What follows belongs to an exercise in optimizing a design on an open flow for small area and a short achievable clock period; a production flow would make more cautious choices.
In this exercise RTL edits were held to simulation tests only and were not proved equivalent to the original.
No activity file was given, so power comes from the tool's default toggle rates.

## run 1
## SPI_WRAPPER
module SPI_WRAPPER(
  input    MOSI,
  input    clk,
  input    rst_n,
  input    SS_n,
  output   MISO
);
For scale: roughly 2,100 flip-flops, ~5 I/O pins, roughly 49,000 um2 of cells after synthesis.
export LEC_CHECK = 0
export CAP_MARGIN = 40
export CORE_MARGIN = 2
export CORE_UTILIZATION = 80
export SETUP_SLACK_MARGIN = 4.12
export SLEW_MARGIN = 40
create_clock -name core_clock -period 6.5 [get_ports {clk}]
standard.sh (not shown) runs the stock make flow with config.mk's settings and CLKGATE_MAP_FILE= SYNTH_SCRIPT=/design/flow/synth_recipe.tcl, a recipe that flattens the netlist after the stock synthesis.
==> flow/flow/run.sh <==
#!/bin/bash
# Standard layout with custom clock-tree-synthesis arguments, and every combinational cell
# set to its smallest size after floorplan (timing repair upsizes what it needs).
set -euo pipefail
export CTS_ARGS="-sink_clustering_enable -repair_clock_nets -dont_use_dummy_load -sink_clustering_size 16 -sink_clustering_max_diameter 45 -buf_list sky130_fd_sc_hd__clkbuf_8 -root_buf sky130_fd_sc_hd__clkbuf_16"
export POST_FLOORPLAN_TCL=$PWD/flow/downsize.tcl
bash standard.sh > standard.log 2>&1
==> flow/flow/downsize.tcl <==
# Replace each combinational cell by the smallest cell of the same function family
# (same name without the drive-strength suffix); timing repair later upsizes where needed.
set n 0
foreach inst [get_cells *] {
  set lc [get_lib_cell -of_objects $inst]
  if {[regexp {^sky130_fd_sc_hd__(df|edf|sdf|dl|sdl|bufbuf|lpflow)} [get_name $lc]]} { continue }
  set name [get_name $lc]
  if {![regexp {^(sky130_fd_sc_hd__[a-z0-9]+)_([0-9]+)$} $name -> base drv]} { continue }
  if {[regexp {^sky130_fd_sc_hd__(clk|dly|conb|tap|fill|decap|diode)} $name]} { continue }
  set best ""; set best_area 1e9
  foreach cand [get_lib_cells ${base}_*] {
    set cn [get_name $cand]
    if {![regexp "^${base}_\[0-9\]+\$" $cn]} { continue }
    if {[lsearch -exact $::env(DONT_USE_CELLS) $cn] >= 0} { continue }
    set a [get_property $cand area]
    if {$a < $best_area} { set best_area $a; set best $cn }
  }
  if {$best ne "" && $best ne $name} {
    replace_cell $inst [lindex [get_lib_cells $best] 0]
    incr n
  }
}
puts "downsize: replaced $n cells"
Looking at the reports, run 1 completed the entire flow and the layout it produced met the timing, design-rule and antenna checks.
[inputs] run 2 vs run 1
- a change of SETUP_SLACK_MARGIN from 4.12 to 4.06
There was hardly any difference in clock skew between run 2 and run 1.
Number of well-tap cells placed came out exactly the same in run 2 and run 1.
Summary of run 2 over run 1: final period demand of the worst path closely matched the old numbers; switching power share of the total comparable; routed via count divided by cell count flat; period utilization now sits at about the same level.
Amount of wire on met2 after detailed routing: run 2 vs run 1 — no meaningful difference
From run 1 to run 2 the numbers moved as follows: total length of routed wires neither gained nor lost much, setup slack was more or less identical.
For run 3, these inputs were changed with respect to run 2:
==> flow/flow/run.sh <==
#!/bin/bash
# Standard layout with custom clock-tree-synthesis arguments; every combinational cell set to
# its smallest size after floorplan (timing repair upsizes what it needs); and the register
# that drives the output port moved next to its port buffer after global placement.
set -euo pipefail
export CTS_ARGS="-sink_clustering_enable -repair_clock_nets -dont_use_dummy_load -sink_clustering_size 16 -sink_clustering_max_diameter 45 -buf_list sky130_fd_sc_hd__clkbuf_8 -root_buf sky130_fd_sc_hd__clkbuf_16"
export POST_FLOORPLAN_TCL=$PWD/flow/downsize.tcl
export POST_GLOBAL_PLACE_TCL=$PWD/flow/pull_out.tcl
bash standard.sh > standard.log 2>&1
==> flow/flow/pull_out.tcl (new file) <==
# Move each flip-flop that drives an output-port buffer next to that buffer, so the
# register-to-output path has a short wire; detailed placement legalizes afterwards.
set block [ord::get_db_block]
foreach bterm [$block getBTerms] {
  if {[$bterm getIoType] ne "OUTPUT"} { continue }
  set net [$bterm getNet]
  foreach it [$net getITerms] {
    if {![$it isOutputSignal]} { continue }
    set buf [$it getInst]
    set innet ""
    foreach it2 [$buf getITerms] {
      if {[$it2 isInputSignal] && [$it2 getNet] ne "NULL"} { set innet [$it2 getNet] }
    }
    if {$innet eq ""} { continue }
    foreach it3 [$innet getITerms] {
      if {![$it3 isOutputSignal]} { continue }
      set drv [$it3 getInst]
      set m [[$drv getMaster] getName]
      if {![regexp {__(df|edf)} $m]} { continue }
      set loc [$buf getLocation]
      set bw [[$buf getMaster] getWidth]
      $drv setLocation [expr {[lindex $loc 0] + $bw}] [lindex $loc 1]
      puts "pull_out: moved [$drv getName] next to [$buf getName]"
    }
  }
}
==> comparison <==
- Compared with run 2, in run 3 final standard cell count with taps included and fillers excluded did not really move, global routing usage summed across all routing layers went down.
- Run 2 → run 3: clock power share went down 0.2 points; sequential group share of total power picked up an extra 0.3 points; finished layout cell area has remained practically unchanged.
- In terms of clock tree cell share of total cell area, run 2 and run 3 differ only marginally.
- Between run 2 and run 3, the difference in sequential fraction of total cell area is negligible.
- Looking at highest metal layer with signal wires, the met5 result is from run 2; the met4 one comes from run 3.
- Run 3 completed every stage of the flow, and the final layout passed the timing, design-rule and antenna checks.
- Run 2 completed; timing, DRC and antenna clean


SPI_WRAPPER, a different RTL version from the one above (not shown whole).
Size: roughly 2800 cells after synthesis, roughly 2100 flip-flops, about 5 I/O pins, ~50000 µm² of cells after synthesis.
==> flow/config.mk <==
export PLATFORM = sky130hd
export DESIGN_NAME = SPI_WRAPPER
export DESIGN_NICKNAME = SPI_WRAPPER
export VERILOG_FILES = /design/flow/design.v
export SDC_FILE = /design/flow/constraint.sdc
export NUM_CORES = 4
export LEC_CHECK = 0
export CAP_MARGIN = 40
export CORE_MARGIN = 2
export CORE_UTILIZATION = 80
export SETUP_SLACK_MARGIN = 4
export SLEW_MARGIN = 40
==> flow/constraint.sdc <==
create_clock -name core_clock -period 6.5 [get_ports {clk}]
set_input_delay 1.3000 -clock core_clock [delete_from_list [all_inputs] [get_ports {clk}]]
set_output_delay 1.3000 -clock core_clock [all_outputs]
set_load 0.01 [all_outputs]
==> flow/flow/run.sh <==
#!/bin/bash
# Standard layout with custom clock-tree-synthesis arguments, and every combinational cell
# set to its smallest size after floorplan (timing repair upsizes what it needs).
set -euo pipefail
export CTS_ARGS="-sink_clustering_enable -repair_clock_nets -dont_use_dummy_load -sink_clustering_size 25 -sink_clustering_max_diameter 60"
export POST_FLOORPLAN_TCL=$PWD/flow/downsize.tcl
bash standard.sh > standard.log 2>&1
Scripts as last shown in full above: flow/flow/downsize.tcl
The baseline completed without violations.
Edit:
==> flow/flow/run.sh (replaced) <==
#!/bin/bash
# Standard layout with custom clock-tree-synthesis arguments.
set -euo pipefail
export CTS_ARGS="-sink_clustering_enable -repair_clock_nets -dont_use_dummy_load -sink_clustering_size 25 -sink_clustering_max_diameter 60"
bash standard.sh > standard.log 2>&1
removed: flow/flow/downsize.tcl
Result: The changed run finished with timing, DRC and antenna clean; total power went up by about 0.6%; design area rises by 2.0%; non-clock buffer count goes up by 4; core utilization came out higher by 1.7 points.
Edit:
CORE_UTILIZATION = 65   (was 80)
Result: Cell count climbs by 5.3%. Hold slack got worse by 13 ps. Worst setup slack got worse by 29 ps. Fmax drops by 1.1%. Flip-flop and latch count does not change. Core utilization drops by 16 points. Wire length drops by 18%. Via count drops by 6.8%. Power barely changes. Critical path depth drops by 2.
Edit:
==> flow/flow/run.sh (replaced) <==
#!/bin/bash
# Standard layout with custom clock-tree-synthesis arguments.
set -euo pipefail
export CTS_ARGS="-sink_clustering_enable -repair_clock_nets -dont_use_dummy_load -sink_clustering_size 30 -sink_clustering_max_diameter 50"
bash standard.sh > standard.log 2>&1
The new run ran to the end with no violations.
Non-clock buffer count does not change.
Clock-buffer cell count increases by 37.
Cell area increases by 1.8%.
Edit:
==> flow/flow/run.sh (replaced) <==
#!/bin/bash
# Standard layout with custom clock-tree-synthesis arguments, and every combinational cell
# set to its smallest size after floorplan (timing repair upsizes what it needs).
set -euo pipefail
export CTS_ARGS="-sink_clustering_enable -repair_clock_nets -dont_use_dummy_load -sink_clustering_size 16 -sink_clustering_max_diameter 45 -buf_list sky130_fd_sc_hd__clkbuf_8 -root_buf sky130_fd_sc_hd__clkbuf_16"
export POST_FLOORPLAN_TCL=$PWD/flow/downsize.tcl
bash standard.sh > standard.log 2>&1
==> flow/flow/downsize.tcl (new file) <==
# Replace each combinational cell by the smallest cell of the same function family
# (same name without the drive-strength suffix); timing repair later upsizes where needed.
set n 0
foreach inst [get_cells *] {
  set lc [get_lib_cell -of_objects $inst]
  if {[regexp {^sky130_fd_sc_hd__(df|edf|sdf|dl|sdl|bufbuf|lpflow)} [get_name $lc]]} { continue }
  set name [get_name $lc]
  if {![regexp {^(sky130_fd_sc_hd__[a-z0-9]+)_([0-9]+)$} $name -> base drv]} { continue }
  if {[regexp {^sky130_fd_sc_hd__(clk|dly|conb|tap|fill|decap|diode)} $name]} { continue }
  set best ""; set best_area 1e9
  foreach cand [get_lib_cells ${base}_*] {
    set cn [get_name $cand]
    if {![regexp "^${base}_\[0-9\]+\$" $cn]} { continue }
    if {[lsearch -exact $::env(DONT_USE_CELLS) $cn] >= 0} { continue }
    set a [get_property $cand area]
    if {$a < $best_area} { set best_area $a; set best $cn }
  }
  if {$best ne "" && $best ne $name} {
    replace_cell $inst [lindex [get_lib_cells $best] 0]
    incr n
  }
}
puts "downsize: replaced $n cells"
CORE_UTILIZATION = 88   (was 65)
Core utilization climbs by 20 points.
Cell area shrinks by 5.0%.
Sequential power barely changes.
Hold slack improves by 12 ps.
Clock skew went down by 4.6 ps.
Routed wire length rose by about 24%.
Via count rises by 9.3%.
Critical path depth is higher by 5.


== lagoon ==
Starting RTL as in the previous note.
make LEC_CHECK=0 CAP_MARGIN=40 CORE_MARGIN=2 CORE_UTILIZATION=65 CTS_CLUSTER_DIAMETER=60 CTS_CLUSTER_SIZE=25 SETUP_SLACK_MARGIN=5 SLEW_MARGIN=40 finish   # period 6.5 ns
run.sh (not shown) runs the stock make flow with config.mk's settings and CLKGATE_MAP_FILE= SYNTH_SCRIPT=/design/flow/synth_recipe.tcl, a recipe that flattens the netlist after the stock synthesis.
Stock flow here: none of the scripts above is used.
> inputs changed (lagoon -> violet)
Settings: SETUP_SLACK_MARGIN changed from 5 to 4.
[summary]
Of violet and lagoon, violet shows the lower wire length, with lagoon above it. The first-pass GRT wire length in violet sits about 3.3% below the value recorded for lagoon. On maximum frequency, lagoon tracks violet almost exactly. Re power per cell area: violet is 1.8% up on lagoon. Re relative slew slack: lagoon was lower than violet. Compared with lagoon, violet shows total power that has gone down slightly. [compare] base=lagoon new=violet: via count decreased by 2.0% relative to the old numbers; pin count of the biggest net entering global routing increased by 2 relative to the old numbers.

-- what the ideal ports hide --
Ports are ideal in the flow. The routed layouts listed here were re-timed in OpenROAD.
Step 1, drivers: a clkbuf_16 drives clk and a buf_2 each remaining input, both assumed.
Step 2 times the ports against the registers' clock, not the clock port: input delays grow and output delays shrink by t, the midpoint of the rising clock arrivals with the driver on.
Three values: no drivers, after step 1, after step 2; two values: the first two.
run	shift t [ns]	slack for setup (ns)	worst register clock-pin slew, ns
run 1	0.722	4.039 / 3.975 / 4.168	0.10 / 0.10
run 2	0.722	4.039 / 3.974 / 4.151	0.10 / 0.10
run 3	0.734	4.002 / 3.936 / 4.053	0.10 / 0.10
the first run of note 2	0.708	4.042 / 3.981 / 4.058	0.10 / 0.10
the second run of note 2	0.712	4.009 / 3.954 / 3.939	0.10 / 0.10
the third run of note 2	0.714	3.980 / 3.912 / 4.033	0.09 / 0.09
the fourth run of note 2	0.772	3.968 / 3.901 / 4.104	0.10 / 0.10
the fifth run of note 2	0.732	3.989 / 3.936 / 3.989	0.11 / 0.11
lagoon	0.726	3.971 / 3.904 / 4.315	0.10 / 0.10
violet	0.732	3.975 / 3.907 / 4.131	0.10 / 0.10
After both steps every run listed still meets setup and hold. For the second run of note 2, which loses most, drivers alone change the setup slack by -0.055 ns; drivers and shift together by -0.070 ns.
